Source: an optimization exercise on an open RTL-to-GDS flow (aim: small area). Production flows keep margins and buffers that such runs may drop. No functional check of the RTL was part of any run shown here.

**design/flow/config.mk**
```make
export PLATFORM = sky130hd
export DESIGN_NAME = filt_ppd
export DESIGN_NICKNAME = filt_ppd
export VERILOG_FILES = /design/flow/design.v
export SDC_FILE = /design/flow/constraint.sdc
export NUM_CORES = 4
export LEC_CHECK = 0
export CAP_MARGIN = 20
export CORE_MARGIN = 2
export CORE_UTILIZATION = 40
export SLEW_MARGIN = 20
export SYNTH_HIERARCHICAL = 1
export SYNTH_MINIMUM_KEEP_SIZE = 0
```
**design/flow/constraint.sdc**
```tcl
create_clock -name core_clock -period 25.0 [get_ports {i_clk}]
set_input_delay 5.0000 -clock core_clock [delete_from_list [all_inputs] [get_ports {i_clk}]]
set_output_delay 5.0000 -clock core_clock [all_outputs]
set_load 0.01 [all_outputs]
```
**design/flow/design.v**
```verilog
module add_fa (input wire i_a, input wire i_b, input wire i_c, output wire o_s, output wire o_c);
  assign o_s = i_a ^ i_b ^ i_c;
  assign o_c = (i_a & i_b) | (i_c & (i_a ^ i_b));
endmodule
module add_ha (input wire i_a, input wire i_b, output wire o_s, output wire o_c);
  assign o_s = i_a ^ i_b;
  assign o_c = i_a & i_b;
endmodule
module filt_ppd (
  input  wire               i_rst_an,    
  input  wire               i_ena,       
  input  wire               i_clk,       
  input  wire signed [5:0]  i_data,      
  output wire signed [27:0] o_data,      
  output wire               o_sclk       
);
  localparam [25:0] c_k30 = 26'h2ea0000;
  localparam [25:0] c_k31 = 26'h1600000;
  reg  [4:0]  r_k;       
  reg         r_sclk;
  reg         r_ph;      
  reg         r_phn;     
  reg  [5:0]  r_x;       
  reg         r_v;       
  reg         r_f31;     
  reg  [25:0] r_acc_a;
  reg  [25:0] r_acc_b;
  wire       w_ph = r_ph ^ r_phn;
  reg  [4:0] w_k_nxt;
  reg        w_first, w_last, w_s29, w_s30, w_s31;
  always @(*) begin
    w_k_nxt = 5'd0;
    w_first = 1'b0;    
    w_last  = 1'b0;    
    w_s29   = 1'b0;
    w_s30   = 1'b0;
    w_s31   = 1'b0;
    case (r_k)
      5'd0: begin w_k_nxt = 5'd30; w_last = 1'b1; end
      5'd1: begin w_k_nxt = 5'd0; end
      5'd2: begin w_k_nxt = 5'd1; end
      5'd3: begin w_k_nxt = 5'd2; end
      5'd4: begin w_k_nxt = 5'd3; end
      5'd5: begin w_k_nxt = 5'd4; end
      5'd6: begin w_k_nxt = 5'd5; end
      5'd7: begin w_k_nxt = 5'd6; end
      5'd8: begin w_k_nxt = 5'd7; end
      5'd9: begin w_k_nxt = 5'd8; end
      5'd10: begin w_k_nxt = 5'd9; end
      5'd11: begin w_k_nxt = 5'd10; end
      5'd12: begin w_k_nxt = 5'd11; end
      5'd13: begin w_k_nxt = 5'd12; end
      5'd14: begin w_k_nxt = 5'd13; end
      5'd15: begin w_k_nxt = 5'd14; end
      5'd16: begin w_k_nxt = 5'd15; end
      5'd17: begin w_k_nxt = 5'd16; end
      5'd18: begin w_k_nxt = 5'd17; end
      5'd19: begin w_k_nxt = 5'd18; end
      5'd20: begin w_k_nxt = 5'd19; end
      5'd21: begin w_k_nxt = 5'd20; end
      5'd22: begin w_k_nxt = 5'd21; end
      5'd23: begin w_k_nxt = 5'd22; end
      5'd24: begin w_k_nxt = 5'd23; end
      5'd25: begin w_k_nxt = 5'd24; end
      5'd26: begin w_k_nxt = 5'd25; end
      5'd27: begin w_k_nxt = 5'd26; end
      5'd28: begin w_k_nxt = 5'd27; end
      5'd29: begin w_k_nxt = 5'd28; w_s29 = 1'b1; end
      5'd30: begin w_k_nxt = 5'd29; w_first = 1'b1; w_s30 = 1'b1; end
      5'd31: begin w_k_nxt = 5'd30; w_first = 1'b1; w_s31 = 1'b1; end
      default: ;
    endcase
  end
  wire [5:0] w_x    = w_ph ? r_x : (i_data & {6{i_ena}});
  wire       w_en   = w_ph ? r_v : i_ena;
  wire       w_clr  = r_v & (w_s29 | (w_s30 & r_f31));
  wire       w_ld   = i_ena & w_first;
  wire [25:0] w_base = w_ph ? (w_clr ? ((w_s30 & r_f31) ? c_k31 : c_k30) : r_acc_b)
                            : (w_ld ? r_acc_b : r_acc_a);
  wire [25:0] w_acc;
  wire [6:0] w_xe = {w_x, 1'b0};
  wire [2:0] w_one, w_two, w_neg, w_nneg;
  genvar i;
  generate
    for (i = 0; i < 3; i = i + 1) begin: g_booth
      assign w_one[i]  = w_xe[2*i+1] ^ w_xe[2*i];
      assign w_two[i]  = (w_xe[2*i+2] & ~w_xe[2*i+1] & ~w_xe[2*i]) |
                         (~w_xe[2*i+2] & w_xe[2*i+1] & w_xe[2*i]);
      assign w_neg[i]  = w_xe[2*i+2];
      assign w_nneg[i] = w_en & ~w_xe[2*i+2];
    end
  endgenerate
  reg [14:0] w_h;
  always @(*)
    case ({w_ph, r_k})
      6'd0: w_h = 15'd483;
      6'd1: w_h = 15'd616;
      6'd2: w_h = 15'd819;
      6'd3: w_h = 15'd1120;
      6'd4: w_h = 15'd1542;
      6'd5: w_h = 15'd2109;
      6'd6: w_h = 15'd2840;
      6'd7: w_h = 15'd3750;
      6'd8: w_h = 15'd4846;
      6'd9: w_h = 15'd6133;
      6'd10: w_h = 15'd7606;
      6'd11: w_h = 15'd9255;
      6'd12: w_h = 15'd11062;
      6'd13: w_h = 15'd13002;
      6'd14: w_h = 15'd15045;
      6'd15: w_h = 15'd17156;
      6'd16: w_h = 15'd19293;
      6'd17: w_h = 15'd21414;
      6'd18: w_h = 15'd23473;
      6'd19: w_h = 15'd25425;
      6'd20: w_h = 15'd27224;
      6'd21: w_h = 15'd28827;
      6'd22: w_h = 15'd30197;
      6'd23: w_h = 15'd31300;
      6'd24: w_h = 15'd32108;
      6'd25: w_h = 15'd32601;
      6'd26: w_h = 15'd32767;
      6'd27: w_h = 15'd32601;
      6'd28: w_h = 15'd32108;
      6'd29: w_h = 15'd31300;
      6'd30: w_h = 15'd30197;
      6'd31: w_h = 15'd0;
      6'd32: w_h = 15'd27224;
      6'd33: w_h = 15'd25425;
      6'd34: w_h = 15'd23473;
      6'd35: w_h = 15'd21414;
      6'd36: w_h = 15'd19293;
      6'd37: w_h = 15'd17156;
      6'd38: w_h = 15'd15045;
      6'd39: w_h = 15'd13002;
      6'd40: w_h = 15'd11062;
      6'd41: w_h = 15'd9255;
      6'd42: w_h = 15'd7606;
      6'd43: w_h = 15'd6133;
      6'd44: w_h = 15'd4846;
      6'd45: w_h = 15'd3750;
      6'd46: w_h = 15'd2840;
      6'd47: w_h = 15'd2109;
      6'd48: w_h = 15'd1542;
      6'd49: w_h = 15'd1120;
      6'd50: w_h = 15'd819;
      6'd51: w_h = 15'd616;
      6'd52: w_h = 15'd483;
      6'd53: w_h = 15'd0;
      6'd54: w_h = 15'd0;
      6'd55: w_h = 15'd0;
      6'd56: w_h = 15'd0;
      6'd57: w_h = 15'd0;
      6'd58: w_h = 15'd0;
      6'd59: w_h = 15'd0;
      6'd60: w_h = 15'd0;
      6'd61: w_h = 15'd0;
      6'd62: w_h = r_f31 ? 15'd0 : 15'd28827;
      6'd63: w_h = 15'd0;
      default: w_h = 15'd0;
    endcase
  wire m_pp0_0 = ((w_one[0] & w_h[0])) ^ w_neg[0];
  wire m_pp0_1 = ((w_one[0] & w_h[1]) | (w_two[0] & w_h[0])) ^ w_neg[0];
  wire m_pp0_2 = ((w_one[0] & w_h[2]) | (w_two[0] & w_h[1])) ^ w_neg[0];
  wire m_pp0_3 = ((w_one[0] & w_h[3]) | (w_two[0] & w_h[2])) ^ w_neg[0];
  wire m_pp0_4 = ((w_one[0] & w_h[4]) | (w_two[0] & w_h[3])) ^ w_neg[0];
  wire m_pp0_5 = ((w_one[0] & w_h[5]) | (w_two[0] & w_h[4])) ^ w_neg[0];
  wire m_pp0_6 = ((w_one[0] & w_h[6]) | (w_two[0] & w_h[5])) ^ w_neg[0];
  wire m_pp0_7 = ((w_one[0] & w_h[7]) | (w_two[0] & w_h[6])) ^ w_neg[0];
  wire m_pp0_8 = ((w_one[0] & w_h[8]) | (w_two[0] & w_h[7])) ^ w_neg[0];
  wire m_pp0_9 = ((w_one[0] & w_h[9]) | (w_two[0] & w_h[8])) ^ w_neg[0];
  wire m_pp0_10 = ((w_one[0] & w_h[10]) | (w_two[0] & w_h[9])) ^ w_neg[0];
  wire m_pp0_11 = ((w_one[0] & w_h[11]) | (w_two[0] & w_h[10])) ^ w_neg[0];
  wire m_pp0_12 = ((w_one[0] & w_h[12]) | (w_two[0] & w_h[11])) ^ w_neg[0];
  wire m_pp0_13 = ((w_one[0] & w_h[13]) | (w_two[0] & w_h[12])) ^ w_neg[0];
  wire m_pp0_14 = ((w_one[0] & w_h[14]) | (w_two[0] & w_h[13])) ^ w_neg[0];
  wire m_pp0_15 = ((w_two[0] & w_h[14])) ^ w_neg[0];
  wire m_pp1_0 = ((w_one[1] & w_h[0])) ^ w_neg[1];
  wire m_pp1_1 = ((w_one[1] & w_h[1]) | (w_two[1] & w_h[0])) ^ w_neg[1];
  wire m_pp1_2 = ((w_one[1] & w_h[2]) | (w_two[1] & w_h[1])) ^ w_neg[1];
  wire m_pp1_3 = ((w_one[1] & w_h[3]) | (w_two[1] & w_h[2])) ^ w_neg[1];
  wire m_pp1_4 = ((w_one[1] & w_h[4]) | (w_two[1] & w_h[3])) ^ w_neg[1];
  wire m_pp1_5 = ((w_one[1] & w_h[5]) | (w_two[1] & w_h[4])) ^ w_neg[1];
  wire m_pp1_6 = ((w_one[1] & w_h[6]) | (w_two[1] & w_h[5])) ^ w_neg[1];
  wire m_pp1_7 = ((w_one[1] & w_h[7]) | (w_two[1] & w_h[6])) ^ w_neg[1];
  wire m_pp1_8 = ((w_one[1] & w_h[8]) | (w_two[1] & w_h[7])) ^ w_neg[1];
  wire m_pp1_9 = ((w_one[1] & w_h[9]) | (w_two[1] & w_h[8])) ^ w_neg[1];
  wire m_pp1_10 = ((w_one[1] & w_h[10]) | (w_two[1] & w_h[9])) ^ w_neg[1];
  wire m_pp1_11 = ((w_one[1] & w_h[11]) | (w_two[1] & w_h[10])) ^ w_neg[1];
  wire m_pp1_12 = ((w_one[1] & w_h[12]) | (w_two[1] & w_h[11])) ^ w_neg[1];
  wire m_pp1_13 = ((w_one[1] & w_h[13]) | (w_two[1] & w_h[12])) ^ w_neg[1];
  wire m_pp1_14 = ((w_one[1] & w_h[14]) | (w_two[1] & w_h[13])) ^ w_neg[1];
  wire m_pp1_15 = ((w_two[1] & w_h[14])) ^ w_neg[1];
  wire m_pp2_0 = ((w_one[2] & w_h[0])) ^ w_neg[2];
  wire m_pp2_1 = ((w_one[2] & w_h[1]) | (w_two[2] & w_h[0])) ^ w_neg[2];
  wire m_pp2_2 = ((w_one[2] & w_h[2]) | (w_two[2] & w_h[1])) ^ w_neg[2];
  wire m_pp2_3 = ((w_one[2] & w_h[3]) | (w_two[2] & w_h[2])) ^ w_neg[2];
  wire m_pp2_4 = ((w_one[2] & w_h[4]) | (w_two[2] & w_h[3])) ^ w_neg[2];
  wire m_pp2_5 = ((w_one[2] & w_h[5]) | (w_two[2] & w_h[4])) ^ w_neg[2];
  wire m_pp2_6 = ((w_one[2] & w_h[6]) | (w_two[2] & w_h[5])) ^ w_neg[2];
  wire m_pp2_7 = ((w_one[2] & w_h[7]) | (w_two[2] & w_h[6])) ^ w_neg[2];
  wire m_pp2_8 = ((w_one[2] & w_h[8]) | (w_two[2] & w_h[7])) ^ w_neg[2];
  wire m_pp2_9 = ((w_one[2] & w_h[9]) | (w_two[2] & w_h[8])) ^ w_neg[2];
  wire m_pp2_10 = ((w_one[2] & w_h[10]) | (w_two[2] & w_h[9])) ^ w_neg[2];
  wire m_pp2_11 = ((w_one[2] & w_h[11]) | (w_two[2] & w_h[10])) ^ w_neg[2];
  wire m_pp2_12 = ((w_one[2] & w_h[12]) | (w_two[2] & w_h[11])) ^ w_neg[2];
  wire m_pp2_13 = ((w_one[2] & w_h[13]) | (w_two[2] & w_h[12])) ^ w_neg[2];
  wire m_pp2_14 = ((w_one[2] & w_h[14]) | (w_two[2] & w_h[13])) ^ w_neg[2];
  wire m_pp2_15 = ((w_two[2] & w_h[14])) ^ w_neg[2];
  wire m_w1, m_w2;
  add_fa u_m_w1 (.i_a(w_base[0]), .i_b(w_neg[0]), .i_c(m_pp0_0), .o_s(m_w1), .o_c(m_w2));
  wire m_w3, m_w4;
  add_fa u_m_w3 (.i_a(w_base[1]), .i_b(m_pp0_1), .i_c(m_w2), .o_s(m_w3), .o_c(m_w4));
  wire m_w5, m_w6;
  add_fa u_m_w5 (.i_a(w_base[2]), .i_b(w_neg[1]), .i_c(m_pp0_2), .o_s(m_w5), .o_c(m_w6));
  wire m_w7, m_w8;
  add_fa u_m_w7 (.i_a(m_pp1_0), .i_b(m_w5), .i_c(m_w4), .o_s(m_w7), .o_c(m_w8));
  wire m_w9, m_w10;
  add_fa u_m_w9 (.i_a(w_base[3]), .i_b(m_pp0_3), .i_c(m_pp1_1), .o_s(m_w9), .o_c(m_w10));
  wire m_w11, m_w12;
  add_fa u_m_w11 (.i_a(m_w6), .i_b(m_w9), .i_c(m_w8), .o_s(m_w11), .o_c(m_w12));
  wire m_w13, m_w14;
  add_fa u_m_w13 (.i_a(w_base[4]), .i_b(w_neg[2]), .i_c(m_pp0_4), .o_s(m_w13), .o_c(m_w14));
  wire m_w15, m_w16;
  add_fa u_m_w15 (.i_a(m_pp1_2), .i_b(m_pp2_0), .i_c(m_w10), .o_s(m_w15), .o_c(m_w16));
  wire m_w17, m_w18;
  add_fa u_m_w17 (.i_a(m_w13), .i_b(m_w15), .i_c(m_w12), .o_s(m_w17), .o_c(m_w18));
  wire m_w19, m_w20;
  add_fa u_m_w19 (.i_a(w_base[5]), .i_b(m_pp0_5), .i_c(m_pp1_3), .o_s(m_w19), .o_c(m_w20));
  wire m_w21, m_w22;
  add_fa u_m_w21 (.i_a(m_pp2_1), .i_b(m_w14), .i_c(m_w19), .o_s(m_w21), .o_c(m_w22));
  wire m_w23, m_w24;
  add_fa u_m_w23 (.i_a(m_w16), .i_b(m_w21), .i_c(m_w18), .o_s(m_w23), .o_c(m_w24));
  wire m_w25, m_w26;
  add_fa u_m_w25 (.i_a(w_base[6]), .i_b(m_pp0_6), .i_c(m_pp1_4), .o_s(m_w25), .o_c(m_w26));
  wire m_w27, m_w28;
  add_fa u_m_w27 (.i_a(m_pp2_2), .i_b(m_w20), .i_c(m_w25), .o_s(m_w27), .o_c(m_w28));
  wire m_w29, m_w30;
  add_fa u_m_w29 (.i_a(m_w22), .i_b(m_w27), .i_c(m_w24), .o_s(m_w29), .o_c(m_w30));
  wire m_w31, m_w32;
  add_fa u_m_w31 (.i_a(w_base[7]), .i_b(m_pp0_7), .i_c(m_pp1_5), .o_s(m_w31), .o_c(m_w32));
  wire m_w33, m_w34;
  add_fa u_m_w33 (.i_a(m_pp2_3), .i_b(m_w26), .i_c(m_w31), .o_s(m_w33), .o_c(m_w34));
  wire m_w35, m_w36;
  add_fa u_m_w35 (.i_a(m_w28), .i_b(m_w33), .i_c(m_w30), .o_s(m_w35), .o_c(m_w36));
  wire m_w37, m_w38;
  add_fa u_m_w37 (.i_a(w_base[8]), .i_b(m_pp0_8), .i_c(m_pp1_6), .o_s(m_w37), .o_c(m_w38));
  wire m_w39, m_w40;
  add_fa u_m_w39 (.i_a(m_pp2_4), .i_b(m_w32), .i_c(m_w37), .o_s(m_w39), .o_c(m_w40));
  wire m_w41, m_w42;
  add_fa u_m_w41 (.i_a(m_w34), .i_b(m_w39), .i_c(m_w36), .o_s(m_w41), .o_c(m_w42));
  wire m_w43, m_w44;
  add_fa u_m_w43 (.i_a(w_base[9]), .i_b(m_pp0_9), .i_c(m_pp1_7), .o_s(m_w43), .o_c(m_w44));
  wire m_w45, m_w46;
  add_fa u_m_w45 (.i_a(m_pp2_5), .i_b(m_w38), .i_c(m_w43), .o_s(m_w45), .o_c(m_w46));
  wire m_w47, m_w48;
  add_fa u_m_w47 (.i_a(m_w40), .i_b(m_w45), .i_c(m_w42), .o_s(m_w47), .o_c(m_w48));
  wire m_w49, m_w50;
  add_fa u_m_w49 (.i_a(w_base[10]), .i_b(m_pp0_10), .i_c(m_pp1_8), .o_s(m_w49), .o_c(m_w50));
  wire m_w51, m_w52;
  add_fa u_m_w51 (.i_a(m_pp2_6), .i_b(m_w44), .i_c(m_w49), .o_s(m_w51), .o_c(m_w52));
  wire m_w53, m_w54;
  add_fa u_m_w53 (.i_a(m_w46), .i_b(m_w51), .i_c(m_w48), .o_s(m_w53), .o_c(m_w54));
  wire m_w55, m_w56;
  add_fa u_m_w55 (.i_a(w_base[11]), .i_b(m_pp0_11), .i_c(m_pp1_9), .o_s(m_w55), .o_c(m_w56));
  wire m_w57, m_w58;
  add_fa u_m_w57 (.i_a(m_pp2_7), .i_b(m_w50), .i_c(m_w55), .o_s(m_w57), .o_c(m_w58));
  wire m_w59, m_w60;
  add_fa u_m_w59 (.i_a(m_w52), .i_b(m_w57), .i_c(m_w54), .o_s(m_w59), .o_c(m_w60));
  wire m_w61, m_w62;
  add_fa u_m_w61 (.i_a(w_base[12]), .i_b(m_pp0_12), .i_c(m_pp1_10), .o_s(m_w61), .o_c(m_w62));
  wire m_w63, m_w64;
  add_fa u_m_w63 (.i_a(m_pp2_8), .i_b(m_w56), .i_c(m_w61), .o_s(m_w63), .o_c(m_w64));
  wire m_w65, m_w66;
  add_fa u_m_w65 (.i_a(m_w58), .i_b(m_w63), .i_c(m_w60), .o_s(m_w65), .o_c(m_w66));
  wire m_w67, m_w68;
  add_fa u_m_w67 (.i_a(w_base[13]), .i_b(m_pp0_13), .i_c(m_pp1_11), .o_s(m_w67), .o_c(m_w68));
  wire m_w69, m_w70;
  add_fa u_m_w69 (.i_a(m_pp2_9), .i_b(m_w62), .i_c(m_w67), .o_s(m_w69), .o_c(m_w70));
  wire m_w71, m_w72;
  add_fa u_m_w71 (.i_a(m_w64), .i_b(m_w69), .i_c(m_w66), .o_s(m_w71), .o_c(m_w72));
  wire m_w73, m_w74;
  add_fa u_m_w73 (.i_a(w_base[14]), .i_b(m_pp0_14), .i_c(m_pp1_12), .o_s(m_w73), .o_c(m_w74));
  wire m_w75, m_w76;
  add_fa u_m_w75 (.i_a(m_pp2_10), .i_b(m_w68), .i_c(m_w73), .o_s(m_w75), .o_c(m_w76));
  wire m_w77, m_w78;
  add_fa u_m_w77 (.i_a(m_w70), .i_b(m_w75), .i_c(m_w72), .o_s(m_w77), .o_c(m_w78));
  wire m_w79, m_w80;
  add_fa u_m_w79 (.i_a(w_base[15]), .i_b(m_pp0_15), .i_c(m_pp1_13), .o_s(m_w79), .o_c(m_w80));
  wire m_w81, m_w82;
  add_fa u_m_w81 (.i_a(m_pp2_11), .i_b(m_w74), .i_c(m_w79), .o_s(m_w81), .o_c(m_w82));
  wire m_w83, m_w84;
  add_fa u_m_w83 (.i_a(m_w76), .i_b(m_w81), .i_c(m_w78), .o_s(m_w83), .o_c(m_w84));
  wire m_w85, m_w86;
  add_fa u_m_w85 (.i_a(w_base[16]), .i_b(w_nneg[0]), .i_c(m_pp1_14), .o_s(m_w85), .o_c(m_w86));
  wire m_w87, m_w88;
  add_fa u_m_w87 (.i_a(m_pp2_12), .i_b(m_w80), .i_c(m_w85), .o_s(m_w87), .o_c(m_w88));
  wire m_w89, m_w90;
  add_fa u_m_w89 (.i_a(m_w82), .i_b(m_w87), .i_c(m_w84), .o_s(m_w89), .o_c(m_w90));
  wire m_w91, m_w92;
  add_fa u_m_w91 (.i_a(w_base[17]), .i_b(m_pp1_15), .i_c(m_pp2_13), .o_s(m_w91), .o_c(m_w92));
  wire m_w93, m_w94;
  add_fa u_m_w93 (.i_a(m_w86), .i_b(m_w91), .i_c(m_w88), .o_s(m_w93), .o_c(m_w94));
  wire m_w95, m_w96;
  add_ha u_m_w95 (.i_a(m_w93), .i_b(m_w90), .o_s(m_w95), .o_c(m_w96));
  wire m_w97, m_w98;
  add_fa u_m_w97 (.i_a(w_base[18]), .i_b(w_nneg[1]), .i_c(m_pp2_14), .o_s(m_w97), .o_c(m_w98));
  wire m_w99, m_w100;
  add_fa u_m_w99 (.i_a(m_w92), .i_b(m_w97), .i_c(m_w94), .o_s(m_w99), .o_c(m_w100));
  wire m_w101, m_w102;
  add_ha u_m_w101 (.i_a(m_w99), .i_b(m_w96), .o_s(m_w101), .o_c(m_w102));
  wire m_w103, m_w104;
  add_fa u_m_w103 (.i_a(w_base[19]), .i_b(m_pp2_15), .i_c(m_w98), .o_s(m_w103), .o_c(m_w104));
  wire m_w105, m_w106;
  add_fa u_m_w105 (.i_a(m_w103), .i_b(m_w100), .i_c(m_w102), .o_s(m_w105), .o_c(m_w106));
  wire m_w107, m_w108;
  add_fa u_m_w107 (.i_a(w_base[20]), .i_b(w_nneg[2]), .i_c(m_w104), .o_s(m_w107), .o_c(m_w108));
  wire m_w109, m_w110;
  add_ha u_m_w109 (.i_a(m_w107), .i_b(m_w106), .o_s(m_w109), .o_c(m_w110));
  wire m_w111, m_w112;
  add_fa u_m_w111 (.i_a(w_base[21]), .i_b(m_w108), .i_c(m_w110), .o_s(m_w111), .o_c(m_w112));
  wire m_w113, m_w114;
  add_ha u_m_w113 (.i_a(w_base[22]), .i_b(m_w112), .o_s(m_w113), .o_c(m_w114));
  wire m_w115, m_w116;
  add_ha u_m_w115 (.i_a(w_base[23]), .i_b(m_w114), .o_s(m_w115), .o_c(m_w116));
  wire m_w117, m_w118;
  add_ha u_m_w117 (.i_a(w_base[24]), .i_b(m_w116), .o_s(m_w117), .o_c(m_w118));
  wire m_w119 = w_base[25] ^ m_w118;
  assign w_acc = {m_w119, m_w117, m_w115, m_w113, m_w111, m_w109, m_w105, m_w101, m_w95, m_w89, m_w83, m_w77, m_w71, m_w65, m_w59, m_w53, m_w47, m_w41, m_w35, m_w29, m_w23, m_w17, m_w11, m_w7, m_w3, m_w1};
  always @(posedge i_clk or negedge i_rst_an)
    if (!i_rst_an) begin
      r_k    <= 5'd31;
      r_sclk <= 1'b0;
      r_ph   <= 1'b0;
    end else begin
      if (i_ena)
        r_k <= w_k_nxt;
      r_sclk <= i_ena & w_last;
      r_ph   <= ~r_ph;
    end
  always @(negedge i_clk or negedge i_rst_an)
    if (!i_rst_an)
      r_phn <= 1'b0;
    else
      r_phn <= r_ph;
  always @(posedge i_clk) begin
    r_x     <= i_data & {6{i_ena}};
    r_v     <= i_ena;
    r_f31   <= i_ena & w_s31;
    r_acc_a <= w_acc;
  end
  always @(negedge i_clk or negedge i_rst_an)
    if (!i_rst_an)
      r_acc_b <= 26'd0;
    else
      r_acc_b <= w_acc;
  assign o_data = {{2{r_acc_a[25]}}, r_acc_a};
  assign o_sclk = r_sclk;
endmodule
```
**design/flow/flow/run.sh**
```bash
#!/bin/bash
# Own layout flow: the standard synthesis, then an area re-mapping of the
# combinational logic between the registers and adder cells (registers, full
# and half adders are kept as they are, with their names), then the standard flow's
# standard layout with smaller port buffers and a clock tree without dummy loads.
# Each tool's full output goes to a log file of its own in this folder.
set -euo pipefail
W=$(pwd)
export PLATFORM_LIB=$FLOW_HOME/platforms/$FLOW_PLATFORM/lib/sky130_fd_sc_hd__tt_025C_1v80.lib
R=$W/orfs/results/$FLOW_PLATFORM/filt_ppd/base
L=$W/orfs/logs/$FLOW_PLATFORM/filt_ppd/base

# 1. standard synthesis
bash standard.sh synth > $W/log_1_synth.log 2>&1

# 2. re-map the combinational logic for area
cp $R/1_2_yosys.v $W/synth_standard.v
DONT_USE=$(grep -o -- '-dont_use [^ ]*' $L/1_2_yosys.log | sort -u | tr '\n' ' ')
export REOPT_IN=$W/synth_standard.v
export REOPT_OUT=$W/synth_reopt.v
export REOPT_DONT_USE="$DONT_USE"
export REOPT_SCRIPT=$W/flow/abc_area.script
yosys -c $W/flow/reopt.tcl > $W/log_2_reopt.log 2>&1
cp $W/synth_reopt.v $R/1_2_yosys.v
rm -f $R/1_synth.odb $R/1_synth.sdc

# 3. layout
bash standard.sh finish \
  "BUFFER_PORTS_ARGS=-buffer_cell sky130_fd_sc_hd__buf_1" \
  "CTS_ARGS=-sink_clustering_enable -repair_clock_nets -dont_use_dummy_load -buf_list sky130_fd_sc_hd__clkbuf_8 -sink_clustering_size 30 -sink_clustering_max_diameter 150" \
  > $W/log_3_layout.log 2>&1
```
**design/flow/flow/abc_area.script**
```
strash
dch -f
amap
topo
```
**design/flow/flow/reopt.tcl**
```tcl
# Re-map the combinational logic of the standard synthesis netlist for area.
# Registers, full and half adders stay as they are (blackboxes, same instance names).
yosys -import
set lib $::env(PLATFORM_LIB)
read_liberty -ignore_miss_func $lib
read_verilog $::env(REOPT_IN)
hierarchy -top $::env(FLOW_TOP)
setattr -mod -set blackbox 1 sky130_fd_sc_hd__fa_* sky130_fd_sc_hd__ha_* sky130_fd_sc_hd__df*
tee -o $::env(REOPT_OUT).before.stat stat -liberty $lib
flatten
yosys rename -hide w:*.*
hierarchy -top $::env(FLOW_TOP)
opt_clean -purge
abc -liberty $lib {*}$::env(REOPT_DONT_USE) -script $::env(REOPT_SCRIPT)
read_liberty -lib -ignore_redef $lib
setundef -zero
splitnets
opt_clean -purge
hilomap -singleton -hicell sky130_fd_sc_hd__conb_1 HI -locell sky130_fd_sc_hd__conb_1 LO
insbuf -buf sky130_fd_sc_hd__buf_1 A X
opt_clean -purge
check -assert
tee -o $::env(REOPT_OUT).after.stat stat -liberty $lib
write_verilog -noattr -nohex -nodec $::env(REOPT_OUT)
```
**design/flow/standard.sh**
```bash
#!/bin/bash
# synth_recipe.tcl (not shown) runs the flow's synth.tcl, then flattens the netlist and writes it again
# the make line also repeats each setting of config.mk as NAME=value (left out here)
make -C /OpenROAD-flow-scripts/flow DESIGN_CONFIG=/design/flow/config.mk WORK_HOME=/design/flow/orfs CLKGATE_MAP_FILE= SYNTH_SCRIPT=/design/flow/synth_recipe.tcl "${@:-finish}"
```
==> qor.csv, run 1 <==
stage;metric;value;unit
sta;Final WS setup;-0.907;ns
sta;setup TNS;-3.29;ns
sta;Final Slew Violations;0;
grt;total gr overflow;0;
clock_network;Worst-path clk slew;0.06;ns
cells_and_area;Util after Layout;52.1;%
logic_synthesis;count of synthesis-stage warnings from yosys;7;
detailed_routing;WL/cell;19.8;µm
clock_network;# clock sinks;68;
detailed_routing;Iteration-0 DRC Markers;406;
outcome;run status;failed layout checks;
cells_and_area;nets@finish;825;
worst_setup_path;crit path kind;in2reg;
placed_design;PortBufs;37;
clock_network;CTS root buf;clkbuf_8;
cells_and_area;post-route insts no fill;926;
cells_and_area;most common cell after layout, fill and taps aside;nor2_1;
worst_setup_path;Crit-path slowest cell;fa_2;
logic_synthesis;Synthesized Nets;688;
cells_and_area;Finished Cell Area;6810;µm²
clock_network;Max Buffers Root-to-Sink;2;
worst_setup_path;Most Frequent Cell on Critical Path;fa_2;
grt;vias in the first global route;5697;
worst_setup_path;FF-to-FF setup slack;0.76;ns
grt;largest net degree at the start of global routing;35;
min_path;worst hold-check path type;reg2reg;
cells_and_area;diode count;0;
floorplanning;num rows;42;
detailed_routing;post-route ant nets;0;
sta;final setup fails;5;
worst_setup_path;worst path required time;12.70;ns
logic_synthesis;Post-Synthesis Cells;615;
worst_setup_path;Worst R2R Path Depth;41;
floorplanning;core area;13100;µm²
detailed_routing;DRC;0;
worst_setup_path;r2r startpoint;r_k[0];
sta;RSZ-0062 raised after global routing;yes;
floorplanning;Die W;119;µm
worst_setup_path;Max FO, Critical Path;5;
floorplanning;Die Y;119;µm
logic_synthesis;syn_area_per_cell;8.61;µm²
detailed_routing;routed wire length;18.3;mm
worst_setup_path;crit start category;primary input;
placed_design;Post-Place Cell Area;6500;µm²
placed_design;Cell Count Post-Placement;909;
worst_setup_path;crit path capture type;register;
cells_and_area;Area Overhead vs Synth;28.7;%
clock_network;H-tree depth;3;
worst_setup_path;crit path DAT;13.60;ns
worst_setup_path;Max stage delay on crit path;0.40;ns
detailed_routing;total number of vias;5669;
sta;Setup Skew;0.0325;ns
grt;first-pass GRT wire length;29.8;mm
worst_setup_path;Worst Setup SP;i_ena;
cells_and_area;share of cells above drive strength 1;21.7;%
sta;Slew Limit Headroom;35.0;%
logic_synthesis;Syn Std Cell Area;5300;µm²
clock_network;Hold Buf Count CTS;0;
cells_and_area;most frequent cells in the layout;117 x nor2_1, 84 x buf_4, 50 x clkinv_1, 43 x o22ai_1, 37 x o21ai_0;
placed_design;final RePlAce weighted congestion;0.996;
cells_and_area;Filler cells;1290;
clock_network;TritonCTS buffer count;9;
floorplanning;die area;14200;µm²
grt;Tot GR Track Use;27.0;%
clock_network;clock latency on the worst-skew pair;0.37;ns
worst_setup_path;reg2reg end;r_acc_b[25];
outcome;Failed Checks;negative setup slack;
floorplanning;# IOs;38;
detailed_routing;vias per inst;6.12;
grt;antenna violations before repair;0;
sta;worst slew pin tran;0.965;ns
detailed_routing;drt pass-1 iters;5;
sta;Fin. Hold Viols;0;
job;max_cap viols;0;
floorplanning;Initial Util;40.5;%
placed_design;dpl hpwl;14.3;mm
clock_network;CTS tree;yes;
worst_setup_path;capture point of the worst path;r_acc_b[25];
==> metrics by stage <==
step	setup WS [ns]	hold slack (ns)
after floorplan	-1.33	0.460
after detailed placement	-1.61	0.479
after CTS	-0.937	0.503
after global routing	-1.08	0.534
final	-0.907	0.496
after global placement	-1.49	0.474
==> worst min path at each step <==
stage	end	cells after the start	from	slack [ns]
after floorplan	r_ph	1	r_ph	0.46
after global placement	r_ph	1	r_ph	0.47
after global routing	r_ph	1	r_ph	0.53
after detailed placement	r_ph	1	r_ph	0.48
final	r_ph	1	r_ph	0.50
after CTS	r_ph	1	r_ph	0.50
==> sequential cells by signal, summed over array words and instances, names as in the netlist <==
signal	flops
r_acc_a	26
r_acc_b	26
r_f31	1
r_k	5
r_ph	1
r_phn	1
r_sclk	1
r_v	1
r_x	6
==> final cells by class <==
type,count,area (µm²),share of cell area [%]
repair buffers,128,861,12.6
flip-flops and latches,68,1540,22.6
inverters,57,233,3.42
multi-input cells,488,3840,56.3
clock buffers,9,124,1.82
well taps,176,220,3.23
==> layer usage <==
layer	share of wire, %	global-route usage (%)	routed length (µm)	up-vias
met4	4.6	13.2	841	0
met2	48	44.0	8850	281
met3	6.0	5.27	1090	68
met5	0	0	0	-
met1	41	34.2	7520	2759
li1	-	-	-	2561
==> what timing repair did <==
item,4_1_cts,5_1_grt
gates cloned,0,0
setup buffers,4,4
pin swaps,6,6
gates resized for setup,14,20
endpoints found under the setup margin,7,7
==> worst max-delay path, delay by kind of cell <==
family                   cells  cell delay, ns
AO/OA/AOI/OAI                2            0.30
adder cells (fa/ha/maj)     25            7.77
AND/OR/NAND/NOR              2            0.09
buffers and inverters        5            0.45
==> inputs of run 2 (changes only) <==
--- a/design/flow/design.v
+++ b/design/flow/design.v
@@ -15,6 +15,6 @@
   output wire               o_sclk       
 );
-  localparam [25:0] c_k30 = 26'h2ea0000;
-  localparam [25:0] c_k31 = 26'h1600000;
+  localparam [25:0] c_k29 = 26'h2ea0000;
+  localparam [25:0] c_k31 = 26'h14b0000;
   reg  [4:0]  r_k;       
   reg         r_sclk;
@@ -28,14 +28,13 @@
   wire       w_ph = r_ph ^ r_phn;
   reg  [4:0] w_k_nxt;
-  reg        w_first, w_last, w_s29, w_s30, w_s31;
+  reg        w_p0or31, w_p29, w_p30, w_s31;
   always @(*) begin
-    w_k_nxt = 5'd0;
-    w_first = 1'b0;    
-    w_last  = 1'b0;    
-    w_s29   = 1'b0;
-    w_s30   = 1'b0;
-    w_s31   = 1'b0;
+    w_k_nxt  = 5'd0;
+    w_p0or31 = 1'b0;
+    w_p29    = 1'b0;
+    w_p30    = 1'b0;
+    w_s31    = 1'b0;
     case (r_k)
-      5'd0: begin w_k_nxt = 5'd30; w_last = 1'b1; end
+      5'd0: begin w_k_nxt = 5'd30; end
       5'd1: begin w_k_nxt = 5'd0; end
       5'd2: begin w_k_nxt = 5'd1; end
@@ -65,19 +64,19 @@
       5'd26: begin w_k_nxt = 5'd25; end
       5'd27: begin w_k_nxt = 5'd26; end
-      5'd28: begin w_k_nxt = 5'd27; end
-      5'd29: begin w_k_nxt = 5'd28; w_s29 = 1'b1; end
-      5'd30: begin w_k_nxt = 5'd29; w_first = 1'b1; w_s30 = 1'b1; end
-      5'd31: begin w_k_nxt = 5'd30; w_first = 1'b1; w_s31 = 1'b1; end
+      5'd28: begin w_k_nxt = 5'd27; w_p29 = 1'b1; end
+      5'd29: begin w_k_nxt = 5'd28; w_p30 = 1'b1; end
+      5'd30: begin w_k_nxt = 5'd29; w_p0or31 = 1'b1; end
+      5'd31: begin w_k_nxt = 5'd30; w_s31 = 1'b1; end
       default: ;
     endcase
   end
-  wire [5:0] w_x    = w_ph ? r_x : (i_data & {6{i_ena}});
-  wire       w_en   = w_ph ? r_v : i_ena;
-  wire       w_clr  = r_v & (w_s29 | (w_s30 & r_f31));
-  wire       w_ld   = i_ena & w_first;
-  wire [25:0] w_base = w_ph ? (w_clr ? ((w_s30 & r_f31) ? c_k31 : c_k30) : r_acc_b)
+  wire        w_p31  = w_p0or31 & r_f31;
+  wire        w_p0   = w_p0or31 & ~r_f31;
+  wire        w_clr  = r_v & (w_p29 | w_p31);
+  wire        w_ld   = r_v & w_p30;
+  wire [25:0] w_base = w_ph ? (w_clr ? (w_p31 ? c_k31 : c_k29) : r_acc_b)
                             : (w_ld ? r_acc_b : r_acc_a);
   wire [25:0] w_acc;
-  wire [6:0] w_xe = {w_x, 1'b0};
+  wire [6:0] w_xe = {r_x, 1'b0};
   wire [2:0] w_one, w_two, w_neg, w_nneg;
   genvar i;
@@ -88,5 +87,5 @@
                          (~w_xe[2*i+2] & w_xe[2*i+1] & w_xe[2*i]);
       assign w_neg[i]  = w_xe[2*i+2];
-      assign w_nneg[i] = w_en & ~w_xe[2*i+2];
+      assign w_nneg[i] = r_v & ~w_xe[2*i+2];
     end
   endgenerate
@@ -94,35 +93,35 @@
   always @(*)
     case ({w_ph, r_k})
-      6'd0: w_h = 15'd483;
-      6'd1: w_h = 15'd616;
-      6'd2: w_h = 15'd819;
-      6'd3: w_h = 15'd1120;
-      6'd4: w_h = 15'd1542;
-      6'd5: w_h = 15'd2109;
-      6'd6: w_h = 15'd2840;
-      6'd7: w_h = 15'd3750;
-      6'd8: w_h = 15'd4846;
-      6'd9: w_h = 15'd6133;
-      6'd10: w_h = 15'd7606;
-      6'd11: w_h = 15'd9255;
-      6'd12: w_h = 15'd11062;
-      6'd13: w_h = 15'd13002;
-      6'd14: w_h = 15'd15045;
-      6'd15: w_h = 15'd17156;
-      6'd16: w_h = 15'd19293;
-      6'd17: w_h = 15'd21414;
-      6'd18: w_h = 15'd23473;
-      6'd19: w_h = 15'd25425;
-      6'd20: w_h = 15'd27224;
-      6'd21: w_h = 15'd28827;
-      6'd22: w_h = 15'd30197;
-      6'd23: w_h = 15'd31300;
-      6'd24: w_h = 15'd32108;
-      6'd25: w_h = 15'd32601;
-      6'd26: w_h = 15'd32767;
-      6'd27: w_h = 15'd32601;
-      6'd28: w_h = 15'd32108;
-      6'd29: w_h = 15'd31300;
-      6'd30: w_h = 15'd30197;
+      6'd0: w_h = 15'd616;
+      6'd1: w_h = 15'd819;
+      6'd2: w_h = 15'd1120;
+      6'd3: w_h = 15'd1542;
+      6'd4: w_h = 15'd2109;
+      6'd5: w_h = 15'd2840;
+      6'd6: w_h = 15'd3750;
+      6'd7: w_h = 15'd4846;
+      6'd8: w_h = 15'd6133;
+      6'd9: w_h = 15'd7606;
+      6'd10: w_h = 15'd9255;
+      6'd11: w_h = 15'd11062;
+      6'd12: w_h = 15'd13002;
+      6'd13: w_h = 15'd15045;
+      6'd14: w_h = 15'd17156;
+      6'd15: w_h = 15'd19293;
+      6'd16: w_h = 15'd21414;
+      6'd17: w_h = 15'd23473;
+      6'd18: w_h = 15'd25425;
+      6'd19: w_h = 15'd27224;
+      6'd20: w_h = 15'd28827;
+      6'd21: w_h = 15'd30197;
+      6'd22: w_h = 15'd31300;
+      6'd23: w_h = 15'd32108;
+      6'd24: w_h = 15'd32601;
+      6'd25: w_h = 15'd32767;
+      6'd26: w_h = 15'd32601;
+      6'd27: w_h = 15'd32108;
+      6'd28: w_h = 15'd31300;
+      6'd29: w_h = 15'd30197;
+      6'd30: w_h = 15'd483;
       6'd31: w_h = 15'd0;
       6'd32: w_h = 15'd27224;
@@ -336,5 +335,5 @@
       if (i_ena)
         r_k <= w_k_nxt;
-      r_sclk <= i_ena & w_last;
+      r_sclk <= r_v & w_p0;
       r_ph   <= ~r_ph;
     end
==> run 2 against run 1 <==
Compared with the run above: now clean on timing, DRC and antenna; critical path depth up 5; routed wire length up 2.9%; count of clock-buffer cells in the layout unchanged; non-clock buffer count down 34; via count down 5.4%; critical path type is now reg2reg.
==> qor.csv, run 2 <==
stage;metric;value;unit;change
clock_network;CTS tree;yes;;unchanged
logic_synthesis;count of synthesis-stage warnings from yosys;7;;unchanged
cells_and_area;Filler cells;1266;;was 1290
sta;final setup fails;0;;was 5
cells_and_area;Area Overhead vs Synth;17.5;%;was 28.7%
worst_setup_path;Buf+Inv Stages, Crit Path;4;;was 5
floorplanning;core area;12800;µm²;was 13100 µm²
cells_and_area;Finished Cell Area;6210;µm²;was 6810 µm²
sta;Setup Skew;0.0363;ns;was 0.0325 ns
logic_synthesis;syn_area_per_cell;8.79;µm²;was 8.61 µm²
worst_setup_path;Max FO, Critical Path;5;;unchanged
sta;Final Slew Violations;0;;unchanged
outcome;run status;complete, no violations;;was failed layout checks
logic_synthesis;Post-Synthesis Cells;601;;was 615
clock_network;H-tree depth;3;;unchanged
detailed_routing;routed wire length;18.8;mm;was 18.3 mm
worst_setup_path;worst path required time;12.67;ns;was 12.70 ns
clock_network;TritonCTS buffer count;9;;unchanged
placed_design;Post-Place Cell Area;6060;µm²;was 6500 µm²
clock_network;clock latency on the worst-skew pair;0.37;ns;about the same
worst_setup_path;delay-heaviest family, CP;adder cells;;unchanged
clock_network;Worst-path clk slew;0.09;ns;was 0.06 ns
cells_and_area;share of cells above drive strength 1;10.8;%;was 21.7%
detailed_routing;post-route ant nets;0;;unchanged
grt;total gr overflow;0;;unchanged
cells_and_area;area of the multi-input gates;3520;µm²;was 3840 µm²
detailed_routing;DRC;0;;unchanged
floorplanning;Initial Util;41.4;%;was 40.5%
sta;setup TNS;0;ns;was -3.29 ns
cells_and_area;most frequent cells in the layout;128 x nor2_1, 63 x clkinv_1, 57 x buf_4, 53 x fa_1, 36 x buf_1;;was 117 x nor2_1, 84 x buf_4, 50 x clkinv_1, 43 x o22ai_1, 37 x o21ai_0
cells_and_area;diode count;0;;unchanged
job;max_cap viols;0;;unchanged
sta;worst slew pin tran;0.934;ns;was 0.965 ns
floorplanning;num rows;41;;was 42
detailed_routing;drt pass-1 iters;8;;was 5
detailed_routing;vias per inst;6.14;;was 6.12
logic_synthesis;Syn Std Cell Area;5280;µm²;was 5300 µm²
placed_design;final RePlAce weighted congestion;1.05;;was 0.996
worst_setup_path;Crit-path slowest cell;dfstp_2;;was fa_2
sta;Fin. Hold Viols;0;;unchanged
detailed_routing;total number of vias;5365;;was 5669
floorplanning;Die Y;119;µm;about the same
placed_design;PortBufs;37;;unchanged
logic_synthesis;Synthesized Nets;674;;was 688
cells_and_area;Largest regs;r_acc_a x26, r_acc_b x26, r_x x6;;unchanged
cells_and_area;FF+latch area;1540;µm²;unchanged
placed_design;Cell Count Post-Placement;865;;was 909
clock_network;setup repair bufs after CTS;0;;was 4
cells_and_area;nets@finish;777;;was 825
grt;Tot GR Track Use;27.6;%;was 27.0%
cells_and_area;post-route insts no fill;874;;was 926
floorplanning;# IOs;38;;unchanged
grt;vias in the first global route;5343;;was 5697
placed_design;dpl hpwl;14.6;mm;was 14.3 mm
grt;first-pass GRT wire length;30.0;mm;was 29.8 mm
sta;RSZ-0062 raised after global routing;no;;was yes
clock_network;CTS root buf;clkbuf_8;;unchanged
cells_and_area;Util after Layout;48.6;%;was 52.1%
min_path;worst hold-check path type;reg2reg;;unchanged
grt;antenna violations before repair;0;;unchanged
worst_setup_path;Max stage delay on crit path;0.56;ns;was 0.40 ns
sta;WHS;0.498;ns;was 0.496 ns
worst_setup_path;crit start category;register;;was primary input
floorplanning;die area;14100;µm²;was 14200 µm²
worst_setup_path;crit path capture type;register;;unchanged
worst_setup_path;crit path kind;reg2reg;;was in2reg
floorplanning;Die W;119;µm;about the same
clock_network;# clock sinks;68;;unchanged
detailed_routing;Iteration-0 DRC Markers;620;;was 406
clock_network;Max Buffers Root-to-Sink;2;;unchanged
detailed_routing;WL/cell;21.6;µm;was 19.8 µm
worst_setup_path;crit path DAT;12.18;ns;was 13.60 ns
cells_and_area;most common cell after layout, fill and taps aside;nor2_1;;unchanged
grt;largest net degree at the start of global routing;35;;unchanged
sta;Slew Limit Headroom;36.2;%;was 35.0%
worst_setup_path;Most Frequent Cell on Critical Path;fa_1;;was fa_2
## run 2: what timing repair did
| action | CTS | global route |
|---|---|---|
| gates resized for setup | 0 | 6 |
| endpoints found under the setup margin | 0 | 3 |
| hold buffers | 0 | 0 |
## run 2: layer usage
layer	GRT usage [%]	wire length, µm	up-vias
met2	39.8	8170	338
met1	40.2	8500	2571
li1	-	-	2428
met5	0	0	-
met4	9.60	404	0
met3	6.56	1760	28
## run 2: cell type report
| type | instances | share of cell area [%] |
|---|---|---|
| clock buffers | 9 | 2.00 |
| inverters | 63 | 3.81 |
| multi-input cells | 468 | 56.8 |
| flip-flops and latches | 68 | 24.8 |
| well taps | 172 | 3.47 |
| repair buffers | 94 | 9.15 |
## run 2: final timing paths
check	start	end	slack [ns]	depth (start not counted)
setup reg to reg	r_k[0]	r_acc_b[25]	0.49	39
min in group asynchronous	i_rst_an	r_ph	4.68	2
hold / removal	r_ph	r_ph	0.50	1
hold reg to reg	r_ph	r_ph	0.50	1
setup / recovery	r_k[0]	r_acc_b[25]	0.49	39
max in group asynchronous	i_rst_an	r_acc_b[13]	7.51	2
## run 2: worst register-to-register path: cells and delay by family (launching register included)
family	cells	cell delay [ns]
compound gates	1	0.09
xor+xnor	1	0.17
fa+ha+maj	26	8.94
buf+inv	4	0.54
flops	1	0.56
simple gates	7	1.49
## run 2: through the flow
step | setup slack, ns
floorplan | 0.459
global placement | 0.424
detailed placement | 0.437
CTS | 0.440
global route | 0.0278
finish | 0.494
